Source: an optimization exercise on an open RTL-to-GDS flow (aim: small area, a short achievable clock period and few clock cycles per item). Production flows keep margins and buffers that such runs may drop.
At most, simulation tests tie the RTL to the original design; equivalence was not proved.
Only the layout flow was run in run 7; the RTL was not checked for function there.
No activity file was given, so power comes from the tool's default toggle rates.

$ cat config.mk
export PLATFORM = sky130hd
export DESIGN_NAME = non_restoring_divider
export DESIGN_NICKNAME = non_restoring_divider
export VERILOG_FILES = /design/flow/design.v
export SDC_FILE = /design/flow/constraint.sdc
export NUM_CORES = 4
export LEC_CHECK = 0
export CAP_MARGIN = 20
export CORE_MARGIN = 2
export CORE_UTILIZATION = 40
export SETUP_SLACK_MARGIN = 2.5
export SLEW_MARGIN = 20
$ cat constraint.sdc
create_clock -name core_clock -period 6.0 [get_ports {clk_i}]
set_input_delay 1.2000 -clock core_clock [delete_from_list [all_inputs] [get_ports {clk_i}]]
set_output_delay 1.2000 -clock core_clock [all_outputs]
set_load 0.01 [all_outputs]
$ cat design.v
module non_restoring_divider #(
    parameter DATA_WIDTH = 32
) (
    input  logic                    clk_i,
    input  logic                    clk_en_i,
    input  logic                    rst_n_i,
    input  logic [DATA_WIDTH - 1:0] dividend_i,
    input  logic [DATA_WIDTH - 1:0] divisor_i,
    input  logic                    data_valid_i,
    output logic [DATA_WIDTH - 1:0] quotient_o,
    output logic [DATA_WIDTH - 1:0] remainder_o,
    output logic                    divide_by_zero_o,
    output logic                    data_valid_o,
    output logic                    idle_o
);
    logic [31:0] divisor_q, rem_q, quo_q;
    logic [4:0]  cnt_q;
    logic        busy_q, valid_q, dbz_q;
    logic [1:0] skip;
    always_comb begin
        if      (|divisor_i[31:24]) skip = 2'd3;
        else if (|divisor_i[23:16]) skip = 2'd2;
        else if (|divisor_i[15:8])  skip = 2'd1;
        else                        skip = 2'd0;
    end
    logic [63:0] init;
    assign init = {32'b0, dividend_i} << {skip, 3'b000};
    logic [32:0] trial;
    logic [32:0] diff;
    logic        borrow;
    assign trial = {rem_q, quo_q[31]};
    assign {borrow, diff} = {1'b0, trial} - {2'b00, divisor_q};
    logic start;
    assign start = !busy_q && data_valid_i;
    always_ff @(posedge clk_i) begin
        if (!rst_n_i) begin
            busy_q  <= 1'b0;
            valid_q <= 1'b0;
        end else if (clk_en_i) begin
            valid_q <= busy_q && (cnt_q == 5'd0);
            if (busy_q)
                busy_q <= (cnt_q != 5'd0);
            else
                busy_q <= data_valid_i;
        end
    end
    always_ff @(posedge clk_i) begin
        if (clk_en_i) begin
            if (!busy_q) begin
                divisor_q      <= divisor_i;
                {rem_q, quo_q} <= init;
                cnt_q          <= {~skip, 3'b111};
                dbz_q          <= (divisor_i == 32'b0);
            end else if (busy_q) begin
                rem_q <= borrow ? trial[31:0] : diff[31:0];
                quo_q <= {quo_q[30:0], !borrow};
                cnt_q <= cnt_q - 5'd1;
            end
        end
    end
    assign quotient_o       = quo_q;
    assign remainder_o      = rem_q;
    assign divide_by_zero_o = dbz_q;
    assign data_valid_o     = valid_q;
    assign idle_o           = !busy_q;
endmodule
$ cat flow/run.sh
#!/bin/bash
# Standard ORFS layout, but with small buffers on the ports instead of the
# default delay-cell buffers (repair may still upsize them).
set -euo pipefail
export BUFFER_PORTS_ARGS="-buffer_cell sky130_fd_sc_hd__buf_1"
bash standard.sh > standard.log 2>&1
$ cat standard.sh
#!/bin/bash
# synth_recipe.tcl (not shown) runs the flow's synth.tcl, then flattens the netlist and writes it again
# the make line also repeats each setting of config.mk as NAME=value (left out here)
make -C /OpenROAD-flow-scripts/flow DESIGN_CONFIG=/design/flow/config.mk WORK_HOME=/design/flow/orfs CLKGATE_MAP_FILE= SYNTH_SCRIPT=/design/flow/synth_recipe.tcl "${@:-finish}"
==> results by group, run 1 <==
Clock network
  • TritonCTS clock tree: yes
  • Clock sink count: ~100
  • Clk pin slew, worst setup/hold paths: 0.08 ns
  • TritonCTS buffer count: 9
  • CTS Hold Bufs: 0
  • CTS HTree Levels: 3
  • Clk root buf: clkbuf_16
  • Clk buf depth: 2
  • Worst-Skew Late Latency: roughly 0.36 ns

STA
  • Final setup fails: 0
  • Setup TNS: 0 ns
  • RSZ-0062 raised after global routing: yes
  • WHS: 0.556 ns
  • Final worst setup slack: roughly 2.7 ns
  • Max_slew headroom: a little under half
  • Tcrit/Tclk final: 54.8%
  • Final Hold Vio Count: 0
  • Setup Skew: approximately 0.014 ns
  • Tmin final: 3.29 ns
  • Worst Tran Pin Value: 0.808 ns
  • Max-slew violations: 0
  • Max frequency: 304 MHz

Placed design
  • Dpl hpwl: about 14000 um
  • Gpl congestion: ~0.94
  • Dpl ws: ~1.6 ns
  • IO buf count: around 130
  • Post-Place Cell Area: a little over 0.007 mm^2

Logic synthesis
  • YS warnings: 1
  • Post-Synthesis Cell Area: ~0.0064 mm^2
  • Synth Instances: between 600 and 700
  • Commonest cells in the netlist: 102 x edfxtp_1, 90 x nand2_1, 60 x o21ai_0, 45 x a21oi_1, 43 x inv_1
  • Most used flip-flop cell after synthesis: edfxtp_1
  • EDFF count, synth: between 100 and 150
  • Most common cell in the netlist: edfxtp_1
  • Yosys cell types: 58
  • Synth Net Count: around 740
  • Syn avg cell area: 10.0 um^2
  • Asr flop ratio synth: 0%
  • #FFs+latches synth: around 100
  • Sequential element share of the synthesized area: 48.4%
  • Yosys top cell area share: approximately 48%
  • Largest area contributor in the netlist: edfxtp_1
  • Synth top area cells: edfxtp_1 48%, ha_1 6.6%, nand2_1 5.3%, o21ai_0 4.7%, a21oi_1 3.5%

Layout
  • Area grow syn2layout: 16.9%
  • Diodes inserted: 0
  • Nets: between 800 and 900
  • Layout cell share with drive strength beyond 1: between 7 and 8%
  • Post-route design area: between 0.007 and 0.008 mm^2

Power
  • PwrDens: around 260 mW/mm^2
  • Worst VDD drop: about 0.00016 V
  • Leakage: 2.77 nW
  • Total power: around 2.0 mW

Die
  • Die Wd: ~130 um
  • Core Footprint: 0.0158 mm^2
  • Initial core utilization: around 41%
  • Die area: approximately 0.017 mm^2
  • FP Rows: 46
  • I/O pins: 135
  • Die Y: 131 um

Worst setup path
  • CP max stage cell: nor4_1
  • CP max FO: 24
  • Req. time, crit path: 6.23 ns
  • Critical path arrival: around 3.5 ns
  • Worst path bufs/invs: 2
  • Critical path's top delay family: simple AND/OR/NAND/NOR gates
  • CP Capture Type: flip-flop
  • Worst r2r src: rem_q[13]
  • Worst setup SP type: input port
  • Critical Path Max Stage Delay: approximately 0.50 ns
  • Crit path launch: divisor_i[25]
  • Crit-path cells: buf_1, nor4_1, nand2_1, nor2_1, buf_4, nand2_1, nor2_1, a221o_1
  • Crit Path Category: in2reg

Route
  • Pre-antenna DRT Iters: 4
  • Total wire length: 18100 um
  • Drt via density: about 5.4
  • 1st-iter DRT viols: approximately 350
  • WL/cell: 18.3 um
  • Post-DRT Antenna Nets: 0
  • # DRC: 0
  • Vias post-DR: 5370

Global route
  • Largest net degree at the start of global routing: 93
  • GRT overflow: 0
  • Number of global-route vias before repair: around 5300
  • Initial antenna violation count: 0
  • First-pass GRT wire length: around 28000 um
  • GR Util All Layers: between 20% and 30%

Run
  • Max-Cap Viols: 0

Min path
  • Hold Path Class: reg2reg
  • Min-delay src: quo_q[11]

Outcome
  • Status: no timing/DRC/antenna violations
## final timing paths
path / end / slack [ns] / cells after the start
worst min-delay path: quo_q[12] / 0.56 / 2
worst max-delay path: rem_q[0] / 2.71 / 8
worst min register to register: quo_q[12] / 0.56 / 2
worst max register to register: rem_q[6] / 2.71 / 11
## metrics by stage
stage | instances | utilization (%)
finish | 988 | 47.5
global route | 988 | 47.5
CTS | 987 | 47.3
detailed placement | 970 | 45.1
global placement | 970 | 45.1
floorplan | 639 | -
## cell families (layout without fill, tap and decap cells)
kind of cell | count (synthesis) | in the layout | synth area share, %
fa+ha+maj | 35 | 35 | 6.95
simple gates | 192 | 192 | 13.5
flops | 104 | 104 | 48.4
mux | 30 | 30 | 4.90
xor+xnor | 28 | 28 | 3.82
buf+inv | 68 | 201 | 4.51
compound gates | 182 | 182 | 18.0
## registers in the layout, summed over array words and instances, names as in the netlist
register / flops
valid_q: 1
cnt_q: 5
dbz_q: 1
busy_q: 1
quo_q: 32
divisor_q: 32
rem_q: 32
## cell type report
class / count / area [um^2]
fillers: 1603 / 8270
flip-flops and latches: 104 / 3100
multi-input cells: 467 / 3080
repair buffers: 141 / 561
well taps: 216 / 270
clock buffers: 9 / 225
inverters: 43 / 165
clock inverters: 7 / 83.8
repair inverters: 1 / 5.00
## worst min-delay path, cell delays in order, from the launching register on
cell and delay [ns]:
edfxtp_1 0.35, nand2_1 0.06, nand2_1 0.05
## per-layer routing
layer	vias up	track usage, %	share of wire, %	wire (um)
li1	2619	-	-	-
met1	2561	27.9	44	7940
met2	159	36.3	49	8770
met3	31	3.34	5.0	905
met4	0	8.95	2.6	467
met5	-	0	0	0
## layout by cell type (no fill, tap or decap), types with 5 or more instances in the layout
master | netlist | layout
nand2_1 | 90 | 88
a221o_1 | 8 | 8
mux2i_1 | 19 | 19
xor2_1 | 13 | 13
buf_1 | 2 | 133
o21ai_0 | 60 | 59
nor2b_1 | 6 | 5
o21ai_1 | 4 | 5
o22ai_1 | 7 | 7
clkbuf_16 | 0 | 9
o211ai_1 | 5 | 5
nand3_1 | 17 | 17
nor2_1 | 40 | 38
a31oi_1 | 8 | 7
xnor2_1 | 15 | 15
ha_1 | 34 | 34
a21oi_1 | 45 | 45
and3_1 | 6 | 6
a21o_1 | 9 | 9
a22o_1 | 7 | 7
edfxtp_1 | 102 | 102
inv_1 | 43 | 42
buf_4 | 2 | 6
mux2_2 | 11 | 11
## report_power, final
| part | total (mW) | switching [mW] | internal (mW) | leakage [nW] |
|---|---|---|---|---|
| sequential | 0.893 | 0.0351 | 0.858 | 1.02 |
| combinational | 0.451 | 0.281 | 0.171 | 1.59 |
| clock | 0.631 | 0.297 | 0.334 | 0.155 |
## what timing repair did
action | CTS | global route
endpoints found under the setup margin | 56 | 14
cloned | 0 | 1
pin swaps | 1 | 1
resized for setup | 8 | 6
buffers inserted | 1 | 0
Testbench counts, summed over its fixed seeds: cycles 167,768, divisions 8,000.
==> run 2, diff against run 1 <==
--- a/config.mk
+++ b/config.mk
@@ -10,2 +10,3 @@
 export CORE_UTILIZATION = 40
+export CTS_BUF_LIST = sky130_fd_sc_hd__clkbuf_8
 export SETUP_SLACK_MARGIN = 2.5
==> run 2 against run 1 <==
Still clean. Fmax decreased by 0.58%. Core utilization decreased by 0.62 points. Design area decreased by 1.3%. First-iteration DRC count decreased by 0.86%. Non-clock buffer count unchanged. Clock skew increased by 0.0035 ns. Sequential share of layout area increased by 0.55 points. Area after synthesis unchanged. Worst setup slack got worse by 0.019 ns. Via count decreased by 0.58%. Largest cell class unchanged. Largest power group unchanged.
==> results by group, run 2 <==
Outcome
  • Status: no timing/DRC/antenna violations (unchanged)

Clock network
  • CTS HTree Levels: 3 (unchanged)
  • Clock sink count: 104 (unchanged)
  • TritonCTS clock tree: yes (unchanged)
  • Clk buf depth: 2 (unchanged)
  • Clk root buf: clkbuf_8 (was clkbuf_16)
  • TritonCTS buffer count: 9 (unchanged)
  • Worst-Skew Late Latency: 0.39 ns (was 0.36 ns)
  • Clk pin slew, worst setup/hold paths: 0.12 ns (was 0.08 ns)

Logic synthesis
  • Sequential element share of the synthesized area: 48.4% (unchanged)
  • Yosys top cell area share: 47.8% (unchanged)
  • Syn avg cell area: 10.0 um^2 (unchanged)
  • Synth Net Count: 742 (unchanged)
  • Largest area contributor in the netlist: edfxtp_1 (unchanged)
  • YS warnings: 1 (unchanged)
  • Most common cell in the netlist: edfxtp_1 (unchanged)
  • #FFs+latches synth: 104 (unchanged)
  • EDFF count, synth: 102 (unchanged)
  • Most used flip-flop cell after synthesis: edfxtp_1 (unchanged)
  • Synth Instances: 639 (unchanged)
  • Commonest cells in the netlist: 102 x edfxtp_1, 90 x nand2_1, 60 x o21ai_0, 45 x a21oi_1, 43 x inv_1 (unchanged)
  • Yosys cell types: 58 (unchanged)
  • Post-Synthesis Cell Area: 0.00641 mm^2 (unchanged)
  • Asr flop ratio synth: 0% (unchanged)
  • Synth top area cells: edfxtp_1 48%, ha_1 6.6%, nand2_1 5.3%, o21ai_0 4.7%, a21oi_1 3.5% (unchanged)

Route
  • 1st-iter DRT viols: 345 (was 348)
  • Pre-antenna DRT Iters: 4 (unchanged)
  • Post-DRT Antenna Nets: 0 (unchanged)
  • # DRC: 0 (unchanged)
  • Vias post-DR: 5339 (was 5370)
  • Drt via density: 5.40 (was 5.44)
  • Total wire length: 18100 um (about the same)
  • WL/cell: 18.3 um (about the same)

Worst setup path
  • Worst setup SP type: flip-flop (was input port)
  • Worst r2r src: rem_q[13] (unchanged)
  • Crit-path cells: ha_1, nand4_1, nor3_2, o2111ai_1, a31oi_2, o211ai_2, and2_1, buf_4, nand2_1, o21ai_1, a221o_1 (was buf_1, nor4_1, nand2_1, nor2_1, buf_4, nand2_1, nor2_1, a221o_1)
  • Worst path bufs/invs: 1 (was 2)
  • CP max stage cell: edfxtp_1 (was nor4_1)
  • Crit path launch: rem_q[13] (was divisor_i[25])
  • CP Capture Type: flip-flop (unchanged)
  • Crit Path Category: reg2reg (was in2reg)
  • Critical path arrival: 3.47 ns (was 3.52 ns)
  • Critical Path Max Stage Delay: 0.50 ns (about the same)
  • CP max FO: 36 (was 24)
  • Req. time, crit path: 6.16 ns (was 6.23 ns)
  • Critical path's top delay family: compound AO/OA/AOI/OAI gates (was simple AND/OR/NAND/NOR gates)

STA
  • Max frequency: 302 MHz (was 304 MHz)
  • Setup TNS: 0 ns (unchanged)
  • RSZ-0062 raised after global routing: no (was yes)
  • Final Hold Vio Count: 0 (unchanged)
  • Final worst setup slack: 2.69 ns (was 2.71 ns)
  • Final setup fails: 0 (unchanged)
  • Max_slew headroom: 44.8% (was 46.1%)
  • Tmin final: 3.31 ns (was 3.29 ns)
  • Tcrit/Tclk final: 55.2% (was 54.8%)
  • Setup Skew: 0.0178 ns (was 0.0143 ns)
  • Worst Tran Pin Value: 0.827 ns (was 0.808 ns)
  • Max-slew violations: 0 (unchanged)

Global route
  • Initial antenna violation count: 0 (unchanged)
  • First-pass GRT wire length: 27900 um (was 27800 um)
  • Largest net degree at the start of global routing: 94 (was 93)
  • Met3 GRT Util: 3.95% (was 3.34%)
  • Met2 Usage GRT: 36.3% (about the same)
  • Met1 Track Usage GR: 28.2% (was 27.9%)
  • Number of global-route vias before repair: 5315 (was 5301)
  • GR peak layer: met2 (unchanged)
  • GR Util All Layers: 21.6% (about the same)
  • GRT overflow: 0 (unchanged)

Die
  • Die Y: 131 um (unchanged)
  • Core Footprint: 0.0158 mm^2 (unchanged)
  • Die area: 0.0171 mm^2 (unchanged)
  • I/O pins: 135 (unchanged)
  • FP Rows: 46 (unchanged)
  • Die Wd: 131 um (unchanged)
  • Initial core utilization: 40.7% (unchanged)

Layout
  • Nets: 870 (unchanged)
  • Layout cell share with drive strength beyond 1: 7.64% (was 7.51%)
  • Post-route design area: 0.00740 mm^2 (was 0.00750 mm^2)
  • Most frequent cells in the layout: 133 x buf_1, 102 x edfxtp_1, 88 x nand2_1 (unchanged)
  • Most common library cell in the layout ignoring fill and taps: buf_1 (unchanged)
  • Biggest regs: divisor_q: 32 flops, quo_q: 32 flops, rem_q: 32 flops (unchanged)
  • Diodes inserted: 0 (unchanged)
  • Area grow syn2layout: 15.4% (was 16.9%)

Placed design
  • IO buf count: 134 (unchanged)
  • Dpl ws: 1.56 ns (unchanged)
  • Dpl hpwl: 13800 um (unchanged)
  • Gpl congestion: 0.936 (unchanged)
  • Post-Place Cell Area: 0.00711 mm^2 (unchanged)

Min path
  • Hold Path Class: reg2reg (unchanged)
  • Min-delay src: quo_q[11] (unchanged)

Run
  • Max-Cap Viols: 0 (unchanged)

Power
  • Worst VDD drop: 0.000111 V (was 0.000158 V)
  • Leakage: 2.72 nW (was 2.77 nW)
  • PwrDens: 247 mW/mm^2 (was 264 mW/mm^2)
## run 2: cell counts after synthesis
No cell type changed its count.
## run 2: final timing paths
kind / to / slack (ns) / cells after the start
worst min-delay path: quo_q[12] / 0.57 / 2
worst max register to register: rem_q[6] / 2.69 / 11
worst max-delay path: rem_q[6] / 2.69 / 11
worst min register to register: quo_q[12] / 0.57 / 2
## run 2: cell families (layout without fill, tap and decap cells)
kind of cell / count (synthesis) / count (layout) / share of synthesized area [%]
AOI/OAI and AO/OA: 182 / 182 / 18.0
xor gates and xnor gates: 28 / 28 / 3.82
adders and majority gates: 35 / 35 / 6.95
buffers and inverters: 68 / 201 / 4.51
DFF: 104 / 104 / 48.4
muxes: 30 / 30 / 4.90
and+or+nand+nor: 192 / 192 / 13.5
## run 2: metrics by stage
step	power [mW]	util [%]	hold WS, ns	cells
floorplan	1.21	-	0.556	639
global placement	1.35	45.1	0.531	970
detailed placement	1.35	45.1	0.535	970
CTS	1.84	46.6	0.564	987
global route	1.92	46.9	0.602	988
finish	1.83	46.9	0.565	988
## run 2: layout make-up
| type | count | area [um^2] |
|---|---|---|
| fill | 1606 | 8370 |
| sequential | 104 | 3100 |
| multi-input combinational | 467 | 3090 |
| timing repair buffer | 141 | 561 |
| tap | 216 | 270 |
| inverter | 43 | 165 |
| clock buffer | 9 | 124 |
| clock inverter | 7 | 83.8 |
| timing repair inverter | 1 | 5.00 |
## run 2: worst reg2reg max path, stage by stage (launching register included)
cell and delay [ns]:
edfxtp_1 0.50, ha_1 0.45, nand4_1 0.18, nor3_2 0.28, o2111ai_1 0.22, a31oi_2 0.37, o211ai_2 0.15, and2_1 0.17
buf_4 0.24, nand2_1 0.12, o21ai_1 0.09, a221o_1 0.31
## run 2: timing repair
| action | 4_1_cts | 5_1_grt |
|---|---|---|
| pin swaps | 0 | 2 |
| gates cloned | 1 | 0 |
| setup buffers | 0 | 1 |
| setup endpoints to repair | 50 | 39 |
| hold buffers | 0 | 0 |
| gates resized for setup | 7 | 8 |
| hold endpoints to repair | 0 | 0 |
## run 2: layer usage
layer / vias up / part of all wire (%)
met2: 144 / 48
li1: 2608 / -
met5: - / 0
met3: 26 / 4.6
met1: 2561 / 45
met4: 0 / 2.2
## run 2: where the power goes
part	switching, mW	leakage, nW	total (mW)	internal, mW
Combinational	0.282	1.59	0.453	0.171
Clock	0.278	0.108	0.481	0.203
Sequential	0.0353	1.02	0.893	0.858
==> run 3, diff against run 2 <==
--- a/config.mk
+++ b/config.mk
@@ -11,2 +11,3 @@
 export CTS_BUF_LIST = sky130_fd_sc_hd__clkbuf_8
+export CTS_CLUSTER_SIZE = 30
 export SETUP_SLACK_MARGIN = 2.5
==> run 3 against run 2 <==
Still clean. Hold slack stayed put. Cell count stayed put. Synthesized cell count stayed put. Combinational power hardly changed. Via count stayed put. Count of clock-buffer cells in the layout stayed put. Sequential share of layout area stayed put. Fmax stayed put. Non-clock buffer count stayed put. Core utilization stayed put. Register-to-register slack hardly changed. Die area stayed put. Highest routed layer unchanged.
==> results by group, run 3 <==
Power
  • PwrDens: 247 mW/mm^2 (unchanged)
  • Leakage: 2.72 nW (unchanged)
  • Total power: 1.83 mW (unchanged)
  • Worst VDD drop: 0.000111 V (unchanged)

Worst setup path
  • CP max FO: 36 (unchanged)
  • Worst setup SP type: flip-flop (unchanged)
  • Critical path arrival: 3.47 ns (about the same)
  • CP Capture Type: flip-flop (unchanged)
  • Crit Path Category: reg2reg (unchanged)
  • Req. time, crit path: 6.16 ns (about the same)

STA
  • Tcrit/Tclk final: 55.2% (unchanged)
  • Max-slew violations: 0 (unchanged)
  • Setup TNS: 0 ns (unchanged)
  • Worst Tran Pin Value: 0.827 ns (unchanged)
  • WHS: 0.565 ns (unchanged)
  • Setup Skew: 0.0178 ns (unchanged)
  • Final Hold Vio Count: 0 (unchanged)
  • RSZ-0062 raised after global routing: no (unchanged)
  • Final setup fails: 0 (unchanged)
  • Max_slew headroom: 44.8% (unchanged)
  • Max frequency: 302 MHz (unchanged)
  • Tmin final: 3.31 ns (unchanged)

Logic synthesis
  • YS warnings: 1 (unchanged)
  • Most used flip-flop cell after synthesis: edfxtp_1 (unchanged)
  • #FFs+latches synth: 104 (unchanged)
  • Post-Synthesis Cell Area: 0.00641 mm^2 (unchanged)
  • Syn avg cell area: 10.0 um^2 (unchanged)
  • Asr flop ratio synth: 0% (unchanged)
  • EDFF count, synth: 102 (unchanged)
  • Commonest cells in the netlist: 102 x edfxtp_1, 90 x nand2_1, 60 x o21ai_0, 45 x a21oi_1, 43 x inv_1 (unchanged)
  • Synth Net Count: 742 (unchanged)
  • Yosys top cell area share: 47.8% (unchanged)
  • Sequential element share of the synthesized area: 48.4% (unchanged)
  • Synth Area in Adders: 6.94% (unchanged)
  • Simple-Gate Fraction of Synth Area: 13.5% (unchanged)
  • Yosys cell types: 58 (unchanged)
  • Largest area contributor in the netlist: edfxtp_1 (unchanged)
  • Synth top area cells: edfxtp_1 48%, ha_1 6.6%, nand2_1 5.3%, o21ai_0 4.7%, a21oi_1 3.5% (unchanged)
  • Post-synthesis xor/xnor area fraction: 3.82% (unchanged)
  • Most common cell in the netlist: edfxtp_1 (unchanged)
  • Multiplexer share of the synthesized area: 4.90% (unchanged)
  • Combinational family with the most area after synthesis: compound AO/OA/AOI/OAI gates (unchanged)
  • Synth Instances: 639 (unchanged)
  • Post-synthesis compound-gate area fraction: 18.0% (unchanged)

Die
  • Core Footprint: 0.0158 mm^2 (unchanged)
  • Die area: 0.0171 mm^2 (unchanged)
  • I/O pins: 135 (unchanged)
  • Die Y: 131 um (unchanged)
  • FP Rows: 46 (unchanged)
  • Initial core utilization: 40.7% (unchanged)
  • Die Wd: 131 um (unchanged)

Clock network
  • CTS HTree Levels: 3 (unchanged)
  • Clk pin slew, worst setup/hold paths: 0.12 ns (about the same)
  • TritonCTS clock tree: yes (unchanged)
  • Worst-Skew Late Latency: 0.39 ns (about the same)
  • Clock sink count: 104 (unchanged)
  • Clk buf depth: 2 (unchanged)
  • CTS Hold Bufs: 0 (unchanged)
  • TritonCTS buffer count: 9 (unchanged)
  • Clk root buf: clkbuf_8 (unchanged)

Layout
  • Fill cells: 1606 (unchanged)
  • Post-layout util: 46.9% (unchanged)
  • Area grow syn2layout: 15.4% (unchanged)
  • Diodes inserted: 0 (unchanged)
  • Nets: 870 (unchanged)
  • Multi-input logic area: 0.00309 mm^2 (unchanged)
  • Layout cell share with drive strength beyond 1: 7.64% (unchanged)
  • Most common library cell in the layout ignoring fill and taps: buf_1 (unchanged)
  • Biggest regs: divisor_q: 32 flops, quo_q: 32 flops, rem_q: 32 flops (unchanged)
  • Register area: 0.00310 mm^2 (unchanged)
  • Most frequent cells in the layout: 133 x buf_1, 102 x edfxtp_1, 88 x nand2_1 (unchanged)

Global route
  • GR Util All Layers: 21.6% (unchanged)
  • Number of global-route vias before repair: 5315 (unchanged)
  • Largest net degree at the start of global routing: 94 (unchanged)
  • Initial antenna violation count: 0 (unchanged)
  • First-pass GRT wire length: 27900 um (unchanged)
  • GRT overflow: 0 (unchanged)

Route
  • # DRC: 0 (unchanged)
  • 1st-iter DRT viols: 345 (unchanged)
  • Vias post-DR: 5339 (unchanged)
  • Total wire length: 18100 um (unchanged)
  • Pre-antenna DRT Iters: 4 (unchanged)
  • Post-DRT Antenna Nets: 0 (unchanged)
  • Routed wl met2: 8760 um (unchanged)
  • M1 wire length: 8130 um (unchanged)
  • WL/cell: 18.3 um (unchanged)
  • DR WL met3: 827 um (unchanged)
  • Drt via density: 5.40 (unchanged)
  • Top routing layer in use: met4 (unchanged)

Placed design
  • Dpl hpwl: 13800 um (unchanged)
  • IO buf count: 134 (unchanged)
  • Gpl congestion: 0.936 (unchanged)

Min path
  • Hold Path Class: reg2reg (unchanged)

Run
  • Max-Cap Viols: 0 (unchanged)

Outcome
  • Status: no timing/DRC/antenna violations (unchanged)
==> run 3: repair_timing <==
| item | 4_1_cts | 5_1_grt |
|---|---|---|
| gates resized for setup | 7 | 8 |
| setup endpoints to repair | 50 | 39 |
| buffers inserted | 0 | 1 |
| cloned | 1 | 0 |
| pin swaps | 0 | 2 |
==> run 3: worst paths after layout <==
| path | startpoint | to | slack [ns] | depth (start not counted) |
|---|---|---|---|---|
| worst min register to register | quo_q[11] | quo_q[12] | 0.57 | 2 |
| worst min-delay path | quo_q[11] | quo_q[12] | 0.57 | 2 |
| worst max register to register | rem_q[13] | rem_q[6] | 2.69 | 11 |
| worst max-delay path | rem_q[13] | rem_q[6] | 2.69 | 11 |
==> run 3: layer usage <==
metal	GRT usage (%)	up-vias
met1	28.2	2561
met5	0	-
li1	-	2608
met4	7.26	0
met3	3.95	26
met2	36.3	144
==> run 3: power breakdown <==
part           internal [mW]  leakage [nW]  switching, mW
registers              0.858          1.02         0.0353
logic                  0.171          1.59          0.282
clock network          0.203         0.108          0.278
total                   1.23          2.72          0.596
==> run 3: per-stage QoR <==
stage | cell area [um^2] | worst slack, ns | std cells
2_1_floorplan | 6410 | 2.68 | 639
3_3_place_gp | 7110 | 1.63 | 970
3_5_place_dp | 7110 | 1.56 | 970
4_1_cts | 7350 | 2.47 | 987
5_1_grt | 7400 | 2.51 | 988
6_report | 7400 | 2.69 | 988
==> run 3: worst max-delay path, cell delays in order, from the launching register on <==
cell and delay [ns]:
edfxtp_1 0.50, ha_1 0.45, nand4_1 0.18, nor3_2 0.28, o2111ai_1 0.22, a31oi_2 0.37, o211ai_2 0.15, and2_1 0.17
buf_4 0.24, nand2_1 0.11, o21ai_1 0.09, a221o_1 0.31
==> run 3: area by class of cell <==
class / count / share of cell area [%]
flip-flops and latches: 104 / 42.0
multi-input cells: 467 / 41.7
repair buffers: 141 / 7.58
well taps: 216 / 3.65
inverters: 43 / 2.23
clock buffers: 9 / 1.67
clock inverters: 7 / 1.13
repair inverters: 1 / 0.0676
==> run 3: kinds of logic (layout without fill, tap and decap cells) <==
logic type | after synthesis | in the layout
DFF | 104 | 104
and+or+nand+nor | 192 | 192
muxes | 30 | 30
buffers and inverters | 68 | 201
xor gates and xnor gates | 28 | 28
adders and majority gates | 35 | 35
AOI/OAI and AO/OA | 182 | 182
==> run 4, diff against run 3 <==
--- a/config.mk
+++ b/config.mk
@@ -11,4 +11,3 @@
 export CTS_BUF_LIST = sky130_fd_sc_hd__clkbuf_8
-export CTS_CLUSTER_SIZE = 30
-export SETUP_SLACK_MARGIN = 2.5
+export SETUP_SLACK_MARGIN = 2.7
 export SLEW_MARGIN = 20
==> run 4 against run 3 <==
Still clean on timing, DRC and antenna. Global-route usage is 0.26 points lower. Sequential power hardly changed. Non-clock buffer count is 6 higher. Design area is 1.2% higher. Clock power is 11% lower. Register-to-register slack better by 0.19 ns. Synthesized cell count stayed put. Hold slack better by 0.0028 ns. Die area stayed put. Critical path depth is 2 lower. Routed wire length is 0.48% lower. Largest cell class is now multi-input gates.
==> results by group, run 4 <==
Outcome
  • Status: no timing/DRC/antenna violations (unchanged)

Logic synthesis
  • Most common cell in the netlist: edfxtp_1 (unchanged)
  • YS warnings: 1 (unchanged)
  • Asr flop ratio synth: 0% (unchanged)
  • Post-Synthesis Cell Area: 0.00641 mm^2 (unchanged)
  • Sequential element share of the synthesized area: 48.4% (unchanged)
  • Yosys top cell area share: 47.8% (unchanged)
  • Yosys cell types: 58 (unchanged)
  • Synth Net Count: 742 (unchanged)
  • Commonest cells in the netlist: 102 x edfxtp_1, 90 x nand2_1, 60 x o21ai_0, 45 x a21oi_1, 43 x inv_1 (unchanged)
  • Synth top area cells: edfxtp_1 48%, ha_1 6.6%, nand2_1 5.3%, o21ai_0 4.7%, a21oi_1 3.5% (unchanged)
  • Largest area contributor in the netlist: edfxtp_1 (unchanged)
  • #FFs+latches synth: 104 (unchanged)
  • Synth Instances: 639 (unchanged)
  • Most used flip-flop cell after synthesis: edfxtp_1 (unchanged)
  • EDFF count, synth: 102 (unchanged)
  • Syn avg cell area: 10.0 um^2 (unchanged)

Route
  • WL/cell: 18.1 um (was 18.3 um)
  • Post-DRT Antenna Nets: 0 (unchanged)
  • 1st-iter DRT viols: 339 (was 345)
  • Drt via density: 5.50 (was 5.40)
  • Vias post-DR: 5471 (was 5339)
  • # DRC: 0 (unchanged)
  • Pre-antenna DRT Iters: 5 (was 4)
  • Total wire length: 18000 um (was 18100 um)

Global route
  • Largest net degree at the start of global routing: 94 (unchanged)
  • GR peak layer: met2 (unchanged)
  • Met2 Usage GRT: 35.0% (was 36.3%)
  • Initial antenna violation count: 0 (unchanged)
  • Number of global-route vias before repair: 5208 (was 5315)
  • Met3 GRT Util: 3.62% (was 3.95%)
  • First-pass GRT wire length: 27600 um (was 27900 um)
  • GRT overflow: 0 (unchanged)
  • GR Util All Layers: 21.3% (was 21.6%)
  • Met1 Track Usage GR: 28.3% (was 28.2%)

Layout
  • Most frequent cells in the layout: 133 x buf_1, 102 x edfxtp_1, 87 x nand2_1 (was 133 x buf_1, 102 x edfxtp_1, 88 x nand2_1)
  • Most common library cell in the layout ignoring fill and taps: buf_1 (unchanged)
  • Biggest regs: divisor_q: 32 flops, quo_q: 32 flops, rem_q: 32 flops (unchanged)
  • Layout cell share with drive strength beyond 1: 9.00% (was 7.64%)
  • Diodes inserted: 0 (unchanged)
  • Nets: 876 (was 870)
  • Area grow syn2layout: 16.7% (was 15.4%)

Min path
  • Min-delay src: quo_q[28] (was quo_q[11])
  • Hold Path Class: reg2reg (unchanged)
  • Worst Hold Depth: 2 (unchanged)
  • WHS Endpoint: quo_q[29] (was quo_q[12])

STA
  • Max frequency: 313 MHz (was 302 MHz)
  • Final worst setup slack: 2.80 ns (was 2.69 ns)
  • Setup Skew: 0.0233 ns (was 0.0178 ns)
  • Max_slew headroom: 49.4% (was 44.8%)
  • Max-slew violations: 0 (unchanged)
  • Final setup fails: 0 (unchanged)
  • Final Hold Vio Count: 0 (unchanged)
  • Tcrit/Tclk final: 53.3% (was 55.2%)
  • Worst Tran Pin Value: 0.759 ns (was 0.827 ns)
  • WHS: 0.568 ns (was 0.565 ns)
  • RSZ-0062 raised after global routing: no (unchanged)
  • Tmin final: 3.20 ns (was 3.31 ns)
  • Setup TNS: 0 ns (unchanged)

Placed design
  • Dpl hpwl: 13400 um (was 13800 um)
  • Dpl ws: 1.92 ns (was 1.56 ns)
  • IO buf count: 134 (unchanged)
  • Gpl congestion: 0.904 (was 0.936)

Worst setup path
  • Critical R2R Capture: rem_q[27] (was rem_q[6])
  • Crit-path cells: buf_1, or4_1, nor2_4, nor2_1, nor2_2, buf_12, mux2_2, nor2b_1, a221o_1 (was ha_1, nand4_1, nor3_2, o2111ai_1, a31oi_2, o211ai_2, and2_1, buf_4, nand2_1, o21ai_1, a221o_1)
  • R2r worst-path depth: 11 (unchanged)
  • Critical path arrival: 3.35 ns (was 3.47 ns)
  • Worst setup SP type: input port (was flip-flop)
  • Crit Path Category: in2reg (was reg2reg)
  • Critical path's top delay family: simple AND/OR/NAND/NOR gates (was compound AO/OA/AOI/OAI gates)
  • CP max stage cell: or4_1 (was edfxtp_1)
  • CP Capture Type: flip-flop (unchanged)
  • Critical Path Max Stage Delay: 0.61 ns (was 0.50 ns)
  • Req. time, crit path: 6.15 ns (was 6.16 ns)
  • CP max FO: 25 (was 36)
  • Worst path bufs/invs: 2 (was 1)
  • Worst r2r src: rem_q[7] (was rem_q[13])
  • Reg2reg setup slack: 2.88 ns (was 2.69 ns)

Die
  • FP Rows: 46 (unchanged)
  • Die Y: 131 um (unchanged)
  • Die Wd: 131 um (unchanged)
  • Die area: 0.0171 mm^2 (unchanged)
  • Initial core utilization: 40.7% (unchanged)
  • Core Footprint: 0.0158 mm^2 (unchanged)
  • I/O pins: 135 (unchanged)

Power
  • Leakage: 2.74 nW (was 2.72 nW)
  • PwrDens: 239 mW/mm^2 (was 247 mW/mm^2)
  • Total power: 1.79 mW (was 1.83 mW)
  • Worst VDD drop: 0.000110 V (was 0.000111 V)

Clock network
  • Clk root buf: clkbuf_8 (unchanged)
  • Clk pin slew, worst setup/hold paths: 0.12 ns (about the same)
  • TritonCTS clock tree: yes (unchanged)
  • Clk buf depth: 2 (unchanged)
  • CTS HTree Levels: 3 (unchanged)
  • Clock sink count: 104 (unchanged)
  • Worst-Skew Late Latency: 0.40 ns (was 0.39 ns)
  • TritonCTS buffer count: 9 (unchanged)

Run
  • Max-Cap Viols: 0 (unchanged)
run 4: cell counts after synthesis:
No cell type changed its count.
run 4: worst max-delay path by stage:
| stage | from | endpoint | slack (ns) | depth (start not counted) |
|---|---|---|---|---|
| 2_1_floorplan | divisor_i[13] | quo_q[16] | 2.79 | 8 |
| 3_3_place_gp | divisor_i[29] | quo_q[4] | 2.02 | 8 |
| 3_5_place_dp | divisor_i[29] | quo_q[7] | 1.92 | 8 |
| 4_1_cts | divisor_i[13] | rem_q[6] | 2.70 | 9 |
| 5_1_grt | rem_q[13] | rem_q[27] | 2.68 | 11 |
| 6_report | divisor_i[13] | rem_q[6] | 2.80 | 9 |
run 4: what timing repair did:
item                                    CTS  global route
hold buffers                              0             0
pin swaps                                 1             6
resized for setup                        13            17
gates cloned                              1             0
setup buffers                             1             6
endpoints found under the setup margin   63            39
run 4: area by class of cell:
class                      count  area, um^2
clock buffer                   9         124
tap                          216         270
sequential                   104        3100
fill                        1578        8280
timing repair inverter         1        5.00
multi-input combinational    467        3140
clock inverter                 7        56.3
inverter                      43         165
timing repair buffer         147         626
run 4: worst register-to-register path, stage by stage (launching register included):
cell and delay, ns:
edfxtp_1 0.50, ha_1 0.40, a21oi_1 0.16, o21ai_0 0.18
a21oi_1 0.26, a31oi_4 0.13, buf_4 0.18, o41ai_4 0.29
nor3_1 0.10, a211oi_2 0.26, mux2i_1 0.10, a311o_1 0.32
run 4: power by group:
group          total (mW)  internal (mW)  switching, mW  leakage, nW
combinational       0.466          0.180          0.286         1.63
clock               0.429          0.156          0.272       0.0896
sequential          0.892          0.858         0.0336         1.02
total                1.79           1.19          0.592         2.74
run 4: per-layer routing:
| layer | up-vias | part of all wire [%] |
|---|---|---|
| li1 | 2632 | - |
| met1 | 2637 | 45 |
| met3 | 28 | 5.3 |
| met4 | 0 | 2.3 |
| met2 | 174 | 47 |
| met5 | - | 0 |
run 4: metrics by stage:
stage          instances  utilization [%]  instance area, um^2
5_1_grt              994             47.5                 7490
6_report             994             47.5                 7490
4_1_cts              988             46.6                 7350
2_1_floorplan        639                -                 6420
3_5_place_dp         970             45.1                 7110
3_3_place_gp         970             45.1                 7110
run 4: kinds of logic (layout without fill, tap and decap cells):
kind of cell / after synthesis / after routing / synth area share, %
adders and majority gates: 35 / 35 / 6.95
DFF: 104 / 104 / 48.4
buffers and inverters: 68 / 207 / 4.51
muxes: 30 / 30 / 4.90
AOI/OAI and AO/OA: 182 / 182 / 18.0
and+or+nand+nor: 192 / 192 / 13.5
xor gates and xnor gates: 28 / 28 / 3.82
==> run 5, diff against run 4 <==
--- a/config.mk
+++ b/config.mk
@@ -10,4 +10,3 @@
 export CORE_UTILIZATION = 40
-export CTS_BUF_LIST = sky130_fd_sc_hd__clkbuf_8
-export SETUP_SLACK_MARGIN = 2.7
+export SETUP_SLACK_MARGIN = 2.0
 export SLEW_MARGIN = 20
==> run 5 against run 4 <==
Still clean on timing, DRC and antenna. Routed wire length is 0.43% lower. Sequential power hardly changed. Sequential share of layout area is 0.27 points higher. Combinational power is 4.5% lower. Clock power is 47% higher. First-iteration DRC count is 0.59% higher. Global-route usage is 0.25 points higher. Flip-flop and latch count stayed put. Synthesized cell count stayed put. Fmax is 15% lower. Power is 10% higher. Critical endpoint unchanged.
==> results by group, run 5 <==
Layout
  • Layout cell share with drive strength beyond 1: 6.36% (was 9.00%)
  • Area grow syn2layout: 16.0% (was 16.7%)
  • Diodes inserted: 0 (unchanged)
  • Most common library cell in the layout ignoring fill and taps: buf_1 (unchanged)
  • Post-route insts no fill: 986 (was 994)
  • Biggest regs: divisor_q: 32 flops, quo_q: 32 flops, rem_q: 32 flops (unchanged)
  • Nets: 868 (was 876)
  • Post-layout util: 47.2% (was 47.5%)
  • Post-route design area: 0.00744 mm^2 (was 0.00749 mm^2)
  • Most frequent cells in the layout: 133 x buf_1, 102 x edfxtp_1, 90 x nand2_1 (was 133 x buf_1, 102 x edfxtp_1, 87 x nand2_1)

Worst setup path
  • Req. time, crit path: 6.12 ns (was 6.15 ns)
  • CP max FO: 13 (was 25)
  • Critical path arrival: 3.90 ns (was 3.35 ns)
  • CP Capture Type: flip-flop (unchanged)
  • Worst setup SP type: input port (unchanged)
  • Crit Path Category: in2reg (unchanged)

Logic synthesis
  • Most common cell in the netlist: edfxtp_1 (unchanged)
  • Most used flip-flop cell after synthesis: edfxtp_1 (unchanged)
  • Synth Net Count: 742 (unchanged)
  • Synth Instances: 639 (unchanged)
  • Asr flop ratio synth: 0% (unchanged)
  • Post-Synthesis Cell Area: 0.00641 mm^2 (unchanged)
  • EDFF count, synth: 102 (unchanged)
  • #FFs+latches synth: 104 (unchanged)
  • Yosys top cell area share: 47.8% (unchanged)
  • Yosys cell types: 58 (unchanged)
  • Sequential element share of the synthesized area: 48.4% (unchanged)
  • YS warnings: 1 (unchanged)
  • Largest area contributor in the netlist: edfxtp_1 (unchanged)
  • Synth top area cells: edfxtp_1 48%, ha_1 6.6%, nand2_1 5.3%, o21ai_0 4.7%, a21oi_1 3.5% (unchanged)
  • Syn avg cell area: 10.0 um^2 (unchanged)
  • Commonest cells in the netlist: 102 x edfxtp_1, 90 x nand2_1, 60 x o21ai_0, 45 x a21oi_1, 43 x inv_1 (unchanged)

Clock network
  • TritonCTS buffer count: 9 (unchanged)
  • Clk root buf: clkbuf_16 (was clkbuf_8)
  • Clk pin slew, worst setup/hold paths: 0.08 ns (was 0.12 ns)
  • Clock sink count: 104 (unchanged)
  • Worst-Skew Late Latency: 0.36 ns (was 0.40 ns)
  • Clk buf depth: 2 (unchanged)
  • CTS HTree Levels: 3 (unchanged)
  • TritonCTS clock tree: yes (unchanged)

Global route
  • Number of global-route vias before repair: 5283 (was 5208)
  • Largest net degree at the start of global routing: 93 (was 94)
  • GR Util All Layers: 21.6% (was 21.3%)
  • Initial antenna violation count: 0 (unchanged)
  • GRT overflow: 0 (unchanged)
  • First-pass GRT wire length: 27800 um (was 27600 um)

Die
  • Core Footprint: 0.0158 mm^2 (unchanged)
  • Die area: 0.0171 mm^2 (unchanged)
  • Initial core utilization: 40.7% (unchanged)
  • FP Rows: 46 (unchanged)
  • Die Y: 131 um (unchanged)
  • Die Wd: 131 um (unchanged)
  • I/O pins: 135 (unchanged)

STA
  • WHS: 0.561 ns (was 0.568 ns)
  • Setup Skew: 0.0126 ns (was 0.0233 ns)
  • Worst Tran Pin Value: 0.869 ns (was 0.759 ns)
  • Max frequency: 265 MHz (was 313 MHz)
  • Max-slew violations: 0 (unchanged)
  • Tmin final: 3.77 ns (was 3.20 ns)
  • RSZ-0062 raised after global routing: no (unchanged)
  • Tcrit/Tclk final: 62.9% (was 53.3%)
  • Final Hold Vio Count: 0 (unchanged)
  • Final setup fails: 0 (unchanged)
  • Max_slew headroom: 41.9% (was 49.4%)
  • Setup TNS: 0 ns (unchanged)

Power
  • Worst VDD drop: 0.000155 V (was 0.000110 V)
  • Switching Fraction: 30.9% (was 33.1%)
  • Leakage: 2.76 nW (was 2.74 nW)
  • NetSw: 0.609 mW (was 0.592 mW)
  • Int Pwr: 1.36 mW (was 1.19 mW)
  • Logic pwr share: 22.6% (was 26.1%)
  • Clock power share: 32.1% (was 24.0%)
  • Sequential share of power: 45.4% (was 49.9%)
  • PwrDens: 265 mW/mm^2 (was 239 mW/mm^2)

Min path
  • Hold Path Class: reg2reg (unchanged)

Placed design
  • IO buf count: 134 (unchanged)
  • Dpl hpwl: 13800 um (was 13400 um)
  • Gpl congestion: 0.936 (was 0.904)
  • Post-Place Cell Area: 0.00711 mm^2 (unchanged)
  • Placed insts: 970 (unchanged)

Route
  • 1st-iter DRT viols: 341 (was 339)
  • Total wire length: 17900 um (was 18000 um)
  • Drt via density: 5.45 (was 5.50)
  • Vias post-DR: 5370 (was 5471)
  • WL/cell: 18.2 um (was 18.1 um)
  • Post-DRT Antenna Nets: 0 (unchanged)
  • # DRC: 0 (unchanged)
  • Pre-antenna DRT Iters: 4 (was 5)

Run
  • Max-Cap Viols: 0 (unchanged)

Outcome
  • Status: no timing/DRC/antenna violations (unchanged)
[run 5: cell count changes in the layout (fill, tap and decap cells not counted), sizes merged]
| cell | delta |
|---|---|
| buf | -7 |
| bufinv | +1 |
| inv | +2 |
| clkinvlp | -4 |
[run 5: cell type report]
cell class                 count  area [um^2]
clock buffer                   9          225
clock inverter                 7         83.8
fill                        1601         8330
inverter                      43          161
multi-input combinational    467         3040
sequential                   104         3100
tap                          216          270
timing repair buffer         140          549
[run 5: cell families after synthesis]
family                     share of synthesized area, %
AOI/OAI and AO/OA                                  18.0
xor gates and xnor gates                           3.82
adders and majority gates                          6.95
buffers and inverters                              4.51
DFF                                                48.4
muxes                                              4.90
and+or+nand+nor                                    13.5
[run 5: worst max-delay path, stage by stage]
cell	delay [ns]
buf_1	0.09
nor4_1	0.59
nand2_1	0.45
nor2_4	0.48
buf_4	0.32
mux2_2	0.37
nor2b_1	0.13
a221o_1	0.27
[run 5: repair_timing]
item	in CTS	in global routing
buffers inserted	0	0
resized for setup	1	3
endpoints found under the setup margin	1	9
gates cloned	0	0
hold buffers	0	0
pin swaps	0	0
[run 5: layer usage]
layer	GRT usage [%]	share of wire, %	up-vias
met5	0	0	-
met3	3.26	4.7	33
met1	28.0	44	2575
met2	36.4	48	150
li1	-	-	2612
met4	8.76	2.7	0
[run 5: final timing paths]
path,start,slack (ns),cells after the start,endpoint
setup reg to reg,rem_q[13],2.44,9,rem_q[15]
hold reg to reg,quo_q[11],0.56,2,quo_q[12]
setup / recovery,divisor_i[29],2.23,8,rem_q[6]
hold / removal,quo_q[11],0.56,2,quo_q[12]
[run 5: power by group through the flow]
stage	clock [mW]	sequential [mW]	combinational, mW
final	0.631	0.893	0.445
after global routing	0.665	0.900	0.495
after CTS	0.644	0.894	0.445
after detailed placement	0	0.910	0.443
after global placement	0	0.909	0.437
after floorplan	0	0.913	0.297
[run 5: stage by stage]
stage,total power [mW],setup slack (ns)
2_1_floorplan,1.21,2.68
3_3_place_gp,1.35,1.63
3_5_place_dp,1.35,1.56
4_1_cts,1.98,2.18
5_1_grt,2.06,2.02
6_report,1.97,2.23
==> run 6, diff against run 5 <==
--- a/config.mk
+++ b/config.mk
@@ -9,4 +9,4 @@
 export CORE_MARGIN = 2
-export CORE_UTILIZATION = 40
-export SETUP_SLACK_MARGIN = 2.0
+export CORE_UTILIZATION = 60
+export SETUP_SLACK_MARGIN = 2.5
 export SLEW_MARGIN = 20
==> run 6 against run 5 <==
Still clean. Clock power shrank 29%. First-iteration DRC count grew 34%. Routed wire length shrank 1.5%. Critical endpoint is now quo_q[19]. Largest cell class is now multi-input gates. Largest power group unchanged.
==> results by group, run 6 <==
Logic synthesis
  • Yosys cell types: 58 (unchanged)
  • Sequential element share of the synthesized area: 48.4% (unchanged)
  • Syn avg cell area: 10.0 um^2 (unchanged)
  • EDFF count, synth: 102 (unchanged)
  • Synth Instances: 639 (unchanged)
  • #FFs+latches synth: 104 (unchanged)
  • Asr flop ratio synth: 0% (unchanged)
  • Most common cell in the netlist: edfxtp_1 (unchanged)
  • Most used flip-flop cell after synthesis: edfxtp_1 (unchanged)
  • Commonest cells in the netlist: 102 x edfxtp_1, 90 x nand2_1, 60 x o21ai_0, 45 x a21oi_1, 43 x inv_1 (unchanged)
  • YS warnings: 1 (unchanged)
  • Largest area contributor in the netlist: edfxtp_1 (unchanged)
  • Synth top area cells: edfxtp_1 48%, ha_1 6.6%, nand2_1 5.3%, o21ai_0 4.7%, a21oi_1 3.5% (unchanged)
  • Post-Synthesis Cell Area: 0.00641 mm^2 (unchanged)
  • Synth Net Count: 742 (unchanged)
  • Yosys top cell area share: 47.8% (unchanged)

Worst setup path
  • Critical path's top delay family: simple AND/OR/NAND/NOR gates (unchanged)
  • Worst path bufs/invs: 3 (was 2)
  • Worst setup SP type: input port (unchanged)
  • Critical Path Max Stage Delay: 0.67 ns (was 0.59 ns)
  • Crit Path Category: in2reg (unchanged)
  • CP max FO: 7 (was 13)
  • CP max stage cell: nor4_1 (unchanged)
  • Critical Path Most Common Cell: buf_4
  • CP Capture Type: flip-flop (unchanged)
  • Critical path arrival: 3.50 ns (was 3.90 ns)
  • Crit-path cells: buf_1, nor4_1, nand2_1, nor2_1, nor2_4, buf_4, buf_4, mux2i_1, o21ai_0, mux2_2 (was buf_1, nor4_1, nand2_1, nor2_4, buf_4, mux2_2, nor2b_1, a221o_1)
  • Worst r2r src: quo_q[31] (was rem_q[13])
  • Crit path launch: divisor_i[17] (was divisor_i[29])
  • Req. time, crit path: 6.16 ns (was 6.12 ns)

Global route
  • First-pass GRT wire length: 27700 um (was 27800 um)
  • Number of global-route vias before repair: 5300 (was 5283)
  • Initial antenna violation count: 0 (unchanged)
  • Largest net degree at the start of global routing: 71 (was 93)
  • GRT overflow: 0 (unchanged)
  • GR Util All Layers: 31.6% (was 21.6%)

Clock network
  • CTS Hold Bufs: 0 (unchanged)
  • Clk buf depth: 2 (unchanged)
  • CTS HTree Levels: 3 (unchanged)
  • Clk root buf: clkbuf_8 (was clkbuf_16)
  • Clk pin slew, worst setup/hold paths: 0.10 ns (was 0.08 ns)
  • Worst-Skew Late Latency: 0.40 ns (was 0.36 ns)
  • TritonCTS clock tree: yes (unchanged)
  • Clock sink count: 104 (unchanged)
  • TritonCTS buffer count: 9 (unchanged)

Power
  • Switching Fraction: 31.6% (was 30.9%)
  • Sequential share of power: 49.3% (was 45.4%)
  • Int Pwr: 1.24 mW (was 1.36 mW)
  • Logic pwr share: 25.9% (was 22.6%)
  • Worst VDD drop: 0.000208 V (was 0.000155 V)
  • NetSw: 0.572 mW (was 0.609 mW)
  • Clock power share: 24.9% (was 32.1%)
  • Leakage: 2.75 nW (was 2.76 nW)
  • PwrDens: 246 mW/mm^2 (was 265 mW/mm^2)

Route
  • Total wire length: 17700 um (was 17900 um)
  • WL/cell: 19.4 um (was 18.2 um)
  • # DRC: 0 (unchanged)
  • Drt via density: 6.15 (was 5.45)
  • 1st-iter DRT viols: 456 (was 341)
  • Vias post-DR: 5612 (was 5370)
  • Pre-antenna DRT Iters: 5 (was 4)
  • Post-DRT Antenna Nets: 0 (unchanged)

Layout
  • Nets: 875 (was 868)
  • Area grow syn2layout: 14.5% (was 16.0%)
  • Post-route design area: 0.00734 mm^2 (was 0.00744 mm^2)
  • Post-layout util: 70.8% (was 47.2%)
  • Most frequent cells in the layout: 133 x buf_1, 102 x edfxtp_1, 88 x nand2_1 (was 133 x buf_1, 102 x edfxtp_1, 90 x nand2_1)
  • Biggest regs: divisor_q: 32 flops, quo_q: 32 flops, rem_q: 32 flops (unchanged)
  • Layout cell share with drive strength beyond 1: 7.98% (was 6.36%)
  • Most common library cell in the layout ignoring fill and taps: buf_1 (unchanged)
  • Diodes inserted: 0 (unchanged)
  • Fill cells: 833 (was 1601)

STA
  • Max frequency: 299 MHz (was 265 MHz)
  • Setup TNS: 0 ns (unchanged)
  • Tmin final: 3.35 ns (was 3.77 ns)
  • Max_slew headroom: 39.3% (was 41.9%)
  • Setup Skew: 0.0112 ns (was 0.0126 ns)
  • RSZ-0062 raised after global routing: yes (was no)
  • Tcrit/Tclk final: 55.8% (was 62.9%)
  • Worst Tran Pin Value: 0.910 ns (was 0.869 ns)
  • Max-slew violations: 0 (unchanged)
  • Final Hold Vio Count: 0 (unchanged)
  • Final setup fails: 0 (unchanged)

Run
  • Max-Cap Viols: 0 (unchanged)

Min path
  • Hold Path Class: reg2reg (unchanged)
  • Min-delay src: quo_q[11] (unchanged)

Die
  • Die area: 0.0115 mm^2 (was 0.0171 mm^2)
  • Core Footprint: 0.0104 mm^2 (was 0.0158 mm^2)
  • Die Y: 107 um (was 131 um)
  • Initial core utilization: 61.8% (was 40.7%)
  • I/O pins: 135 (unchanged)
  • FP Rows: 37 (was 46)
  • Die Wd: 107 um (was 131 um)

Placed design
  • IO buf count: 134 (unchanged)
  • Dpl hpwl: 13100 um (was 13800 um)
  • Post-Place Cell Area: 0.00702 mm^2 (was 0.00711 mm^2)
  • Gpl congestion: 0.983 (was 0.936)

Outcome
  • Status: no timing/DRC/antenna violations (unchanged)
-- run 6: cell counts after synthesis --
Identical to the previous run, type by type.
-- run 6: cell type report --
| cell class | count | area (um^2) | area share, % |
|---|---|---|---|
| clock buffers | 13 | 149 | 2.03 |
| inverters | 43 | 161 | 2.20 |
| repair buffers | 147 | 606 | 8.25 |
| multi-input cells | 467 | 3110 | 42.3 |
| clock inverters | 3 | 42.5 | 0.579 |
| flip-flops and latches | 104 | 3100 | 42.3 |
| well taps | 136 | 170 | 2.32 |
-- run 6: repair_timing --
action | 4_1_cts | 5_1_grt
buffers inserted | 5 | 1
setup endpoints to repair | 58 | 39
pin swaps | 1 | 2
gates resized for setup | 4 | 14
-- run 6: cell families after synthesis --
kind of cell / count (synthesis) / share of synthesized area (%)
AND/OR/NAND/NOR: 192 / 13.5
buffers and inverters: 68 / 4.51
adder cells (fa/ha/maj): 35 / 6.95
flip-flops: 104 / 48.4
AO/OA/AOI/OAI: 182 / 18.0
multiplexers: 30 / 4.90
XOR/XNOR: 28 / 3.82
-- run 6: power groups by stage --
stage / logic, mW / clock network, mW / registers, mW
detailed placement: 0.445 / 0 / 0.906
global placement: 0.437 / 0 / 0.906
finish: 0.468 / 0.450 / 0.891
global route: 0.515 / 0.478 / 0.896
CTS: 0.450 / 0.453 / 0.891
floorplan: 0.297 / 0 / 0.913
-- run 6: metal layers --
layer	part of all wire, %	GRT usage (%)	vias to the layer above
met3	8.0	6.23	36
li1	-	-	2620
met1	42	43.3	2669
met2	47	51.4	287
met5	0	0	-
met4	2.5	9.34	0
-- run 6: path summary, 6_finish.rpt --
check | to | slack, ns | depth (start not counted)
worst max-delay path | quo_q[19] | 2.65 | 10
worst max register to register | rem_q[30] | 2.66 | 12
worst min register to register | quo_q[12] | 0.56 | 2
worst min-delay path | quo_q[12] | 0.56 | 2
-- run 6: tightest hold or removal path, stage by stage (launching register included) --
cell      delay, ns
edfxtp_1       0.36
nand2_1        0.06
nand2_1        0.05
-- run 6: per-stage QoR --
stage | cells | hold WS, ns | total power [mW] | setup WS (ns)
after floorplan | 639 | 0.556 | 1.21 | 2.68
after global placement | 891 | 0.522 | 1.34 | 1.73
after detailed placement | 891 | 0.543 | 1.35 | 1.64
after CTS | 912 | 0.566 | 1.79 | 2.51
after global routing | 913 | 0.598 | 1.89 | 2.44
final | 913 | 0.561 | 1.81 | 2.65
==> run 7, diff against run 6 <==
--- a/design.v
+++ b/design.v
@@ -48,3 +48,3 @@
         if (clk_en_i) begin
-            if (!busy_q) begin
+            if (start) begin
                 divisor_q      <= divisor_i;
==> run.sh (new file) <==
#!/bin/bash
# synth_recipe.tcl (not shown) runs the flow's synth.tcl, then flattens the netlist and writes it again
# the make line also repeats each setting of config.mk as NAME=value (left out here)
make -C /OpenROAD-flow-scripts/flow DESIGN_CONFIG=/design/flow/config.mk WORK_HOME=/design/flow/orfs CLKGATE_MAP_FILE= SYNTH_SCRIPT=/design/flow/synth_recipe.tcl finish
--- a/config.mk
+++ b/config.mk
@@ -9,4 +9,3 @@
 export CORE_MARGIN = 2
-export CORE_UTILIZATION = 60
-export SETUP_SLACK_MARGIN = 2.5
+export CORE_UTILIZATION = 40
 export SLEW_MARGIN = 20
removed: flow/run.sh
removed: standard.sh
==> run 7 against run 6 <==
Still clean. Power is 16% higher. Flip-flop and latch count stayed put. Global-route usage fell by 9.4 points. Clock power grew 32%. Combinational power is 27% higher. Worst setup slack got worse by 0.73 ns. Count of clock-buffer cells in the layout down 4. Synthesized cell count is 3.8% higher. Sequential share of layout area shrank 5.3 points.
==> results by group, run 7 <==
Outcome
  • Status: no timing/DRC/antenna violations (unchanged)

Logic synthesis
  • Largest area contributor in the netlist: edfxtp_1 (unchanged)
  • Most common cell in the netlist: edfxtp_1 (unchanged)
  • Synth Instances: 663 (was 639)
  • Commonest cells in the netlist: 102 x edfxtp_1, 96 x nand2_1, 70 x a21oi_1, 42 x inv_1, 39 x nor2_1 (was 102 x edfxtp_1, 90 x nand2_1, 60 x o21ai_0, 45 x a21oi_1, 43 x inv_1)
  • Yosys top cell area share: 47.1% (was 47.8%)
  • Yosys cell types: 56 (was 58)
  • Sequential element share of the synthesized area: 47.7% (was 48.4%)
  • Synth Net Count: 766 (was 742)
  • Post-Synthesis Cell Area: 0.00651 mm^2 (was 0.00641 mm^2)
  • Asr flop ratio synth: 0% (unchanged)
  • #FFs+latches synth: 104 (unchanged)
  • Most used flip-flop cell after synthesis: edfxtp_1 (unchanged)
  • YS warnings: 1 (unchanged)
  • Syn avg cell area: 9.82 um^2 (was 10.0 um^2)
  • EDFF count, synth: 102 (unchanged)
  • Synth top area cells: edfxtp_1 47%, ha_1 6.5%, nand2_1 5.5%, a21oi_1 5.4%, mux2i_1 3.2% (was edfxtp_1 48%, ha_1 6.6%, nand2_1 5.3%, o21ai_0 4.7%, a21oi_1 3.5%)

Layout
  • Register area: 0.00310 mm^2 (about the same)
  • Most frequent cells in the layout: 134 x clkdlybuf4s50_1, 102 x edfxtp_1, 95 x nand2_1 (was 133 x buf_1, 102 x edfxtp_1, 88 x nand2_1)
  • Diodes inserted: 0 (unchanged)
  • Multi-input logic area: 0.00315 mm^2 (was 0.00311 mm^2)
  • Post-route design area: 0.00838 mm^2 (was 0.00734 mm^2)
  • Layout cell share with drive strength beyond 1: 5.14% (was 7.98%)
  • Biggest regs: divisor_q: 32 flops, quo_q: 32 flops, rem_q: 32 flops (unchanged)
  • Most common library cell in the layout ignoring fill and taps: clkdlybuf4s50_1 (was buf_1)
  • Nets: 895 (was 875)
  • Area grow syn2layout: 28.8% (was 14.5%)
  • Fill cells: 1506 (was 833)

Clock network
  • TritonCTS clock tree: yes (unchanged)
  • Clk pin slew, worst setup/hold paths: 0.08 ns (was 0.10 ns)
  • Worst-Skew Late Latency: 0.36 ns (was 0.40 ns)
  • CTS resizes: 0 (was 4)
  • CTS HTree Levels: 3 (unchanged)
  • Postcts setup bufs: 0 (was 5)
  • Clk root buf: clkbuf_16 (was clkbuf_8)
  • TritonCTS buffer count: 9 (unchanged)
  • CTS Hold Bufs: 0 (unchanged)
  • Clock sink count: 104 (unchanged)
  • Clk buf depth: 2 (unchanged)

STA
  • RSZ-0062 raised after global routing: no (was yes)
  • Max-slew violations: 0 (unchanged)
  • Tmin final: 4.08 ns (was 3.35 ns)
  • Tcrit/Tclk final: 68.1% (was 55.8%)
  • Max_slew headroom: 37.4% (was 39.3%)
  • Setup TNS: 0 ns (unchanged)
  • Max frequency: 245 MHz (was 299 MHz)
  • Worst Tran Pin Value: 0.930 ns (was 0.910 ns)
  • Final Hold Vio Count: 0 (unchanged)
  • Setup Skew: 0.00837 ns (was 0.0112 ns)
  • Final setup fails: 0 (unchanged)

Power
  • NetSw: 0.661 mW (was 0.572 mW)
  • PwrDens: 250 mW/mm^2 (was 246 mW/mm^2)
  • Logic pwr share: 28.3% (was 25.9%)
  • Leakage: 3.21 nW (was 2.75 nW)
  • Worst VDD drop: 0.000147 V (was 0.000208 V)
  • Sequential share of power: 43.4% (was 49.3%)
  • Clock power share: 28.2% (was 24.9%)
  • Switching Fraction: 31.5% (was 31.6%)
  • Int Pwr: 1.44 mW (was 1.24 mW)

Route
  • 1st-iter DRT viols: 543 (was 456)
  • WL/cell: 19.2 um (was 19.4 um)
  • Post-DRT Antenna Nets: 0 (unchanged)
  • Vias post-DR: 5651 (was 5612)
  • Pre-antenna DRT Iters: 7 (was 5)
  • # DRC: 0 (unchanged)
  • Total wire length: 19500 um (was 17700 um)
  • Drt via density: 5.58 (was 6.15)

Die
  • Core Footprint: 0.0159 mm^2 (was 0.0104 mm^2)
  • FP Rows: 46 (was 37)
  • Die Wd: 132 um (was 107 um)
  • Initial core utilization: 41.0% (was 61.8%)
  • I/O pins: 135 (unchanged)
  • Die area: 0.0173 mm^2 (was 0.0115 mm^2)
  • Die Y: 132 um (was 107 um)

Worst setup path
  • Crit Path Category: in2reg (unchanged)
  • Worst r2r src: rem_q[21] (was quo_q[31])
  • Worst setup SP type: input port (unchanged)
  • CP max stage cell: nor4_1 (unchanged)
  • Req. time, crit path: 6.12 ns (was 6.16 ns)
  • Crit path launch: divisor_i[29] (was divisor_i[17])
  • Crit-path cells: clkdlybuf4s50_1, nor4_1, nand2_1, buf_4, nor2_2, buf_4, mux2i_1, nand2_1, a31o_2 (was buf_1, nor4_1, nand2_1, nor2_1, nor2_4, buf_4, buf_4, mux2i_1, o21ai_0, mux2_2)
  • CP Capture Type: flip-flop (unchanged)
  • CP max FO: 25 (was 7)
  • Critical path arrival: 4.20 ns (was 3.50 ns)
  • Critical Path Max Stage Delay: 0.82 ns (was 0.67 ns)

Global route
  • Largest net degree at the start of global routing: 45 (was 71)
  • GRT overflow: 0 (unchanged)
  • First-pass GRT wire length: 30200 um (was 27700 um)
  • Number of global-route vias before repair: 5422 (was 5300)
  • Initial antenna violation count: 0 (unchanged)
  • GR Util All Layers: 22.3% (was 31.6%)

Min path
  • Min-delay src: quo_q[4] (was quo_q[11])
  • Hold Path Class: reg2reg (unchanged)

Placed design
  • IO buf count: 134 (unchanged)
  • Gpl congestion: 0.906 (was 0.983)
  • Post-Place Cell Area: 0.00809 mm^2 (was 0.00702 mm^2)
  • Dpl hpwl: 14700 um (was 13100 um)

Run
  • Max-Cap Viols: 0 (unchanged)
## run 7: path summary, 6_finish.rpt
kind	to	slack, ns	depth (start not counted)
setup / recovery	quo_q[24]	1.92	9
hold / removal	quo_q[5]	0.58	1
setup reg to reg	rem_q[8]	2.24	11
hold reg to reg	quo_q[5]	0.58	1
## run 7: cells by family (layout without fill, tap and decap cells)
group | Yosys count | count (layout) | share of synthesized area [%]
AO/OA/AOI/OAI | 212 | 212 | 20.9
XOR/XNOR | 28 | 28 | 3.77
adder cells (fa/ha/maj) | 35 | 35 | 6.84
buffers and inverters | 67 | 201 | 4.19
flip-flops | 104 | 104 | 47.7
multiplexers | 21 | 21 | 3.23
AND/OR/NAND/NOR | 196 | 196 | 13.4
## run 7: layer usage
metal / routed length, um / vias up / GRT usage (%)
met5: 0 / - / 0
met4: 284 / 0 / 6.16
met3: 1290 / 19 / 3.16
met2: 9030 / 228 / 35.3
met1: 8870 / 2698 / 31.9
li1: - / 2706 / -
## run 7: worst max-delay path, delay by kind of cell
| kind | cells | cell delay (ns) |
|---|---|---|
| compound gates | 1 | 0.24 |
| buf+inv | 3 | 1.02 |
| mux | 1 | 0.28 |
| simple gates | 4 | 1.45 |
## run 7: per-stage QoR
step	hold WS, ns	std cells	total power, mW	util [%]	setup WS (ns)
finish	0.584	1013	2.10	52.8	1.92
global route	0.608	1013	2.20	52.8	1.78
CTS	0.584	1013	2.11	52.7	1.96
detailed placement	0.558	997	1.52	50.9	1.61
global placement	0.551	997	1.51	50.9	1.59
floorplan	0.526	663	1.29	-	2.77
## run 7: layout make-up
type,count,area share [%]
Clock buffer,9,2.69
Tap cell,216,3.22
Sequential cell,104,37.0
Timing Repair Buffer,143,16.8
Inverter,42,1.88
Multi-Input combinational cell,492,37.6
Clock inverter,7,0.761
## run 7: power by group through the flow
stage,clock [mW],combinational (mW),sequential (mW)
3_3_place_gp,0,0.585,0.927
6_report,0.592,0.594,0.911
2_1_floorplan,0,0.356,0.932
4_1_cts,0.605,0.594,0.912
5_1_grt,0.631,0.651,0.918
3_5_place_dp,0,0.590,0.928

what the ideal ports hide:
In the flow no input, the clock included, has a driving cell. The finished layouts below were timed again as built, in two steps.
Step 1 sets driving cells, clkbuf_16 on the clock port and buf_2 on the other inputs (assumed; they add their load-dependent delay and slew).
Step 2, shift: input delay + t, output delay - t, t = (earliest + latest rising clock arrival at the registers) / 2. This alone moves slack from input paths to output paths.
Slacks: no drivers / after step 1 / after step 2; pairs: no drivers / after step 1.
run	t (ns)	setup slack, ns	worst setup path at the end	clock arrival spread, ns
run 1	0.400	2.709 / 2.710 / 2.321	input to register	0.017 / 0.016
run 2	0.424	2.690 / 2.690 / 2.279	input to register	0.021 / 0.021
run 3	0.424	2.690 / 2.690 / 2.279	input to register	0.021 / 0.021
run 4	0.430	2.800 / 2.770 / 2.389	input to register	0.024 / 0.024
run 5	0.399	2.226 / 2.245 / 1.845	input to register	0.015 / 0.015
run 6	0.425	2.651 / 2.664 / 2.240	input to register	0.011 / 0.011
run 7	0.401	1.917 / 1.934 / 1.533	input to register	0.009 / 0.009
After both steps every run listed still meets setup and hold.
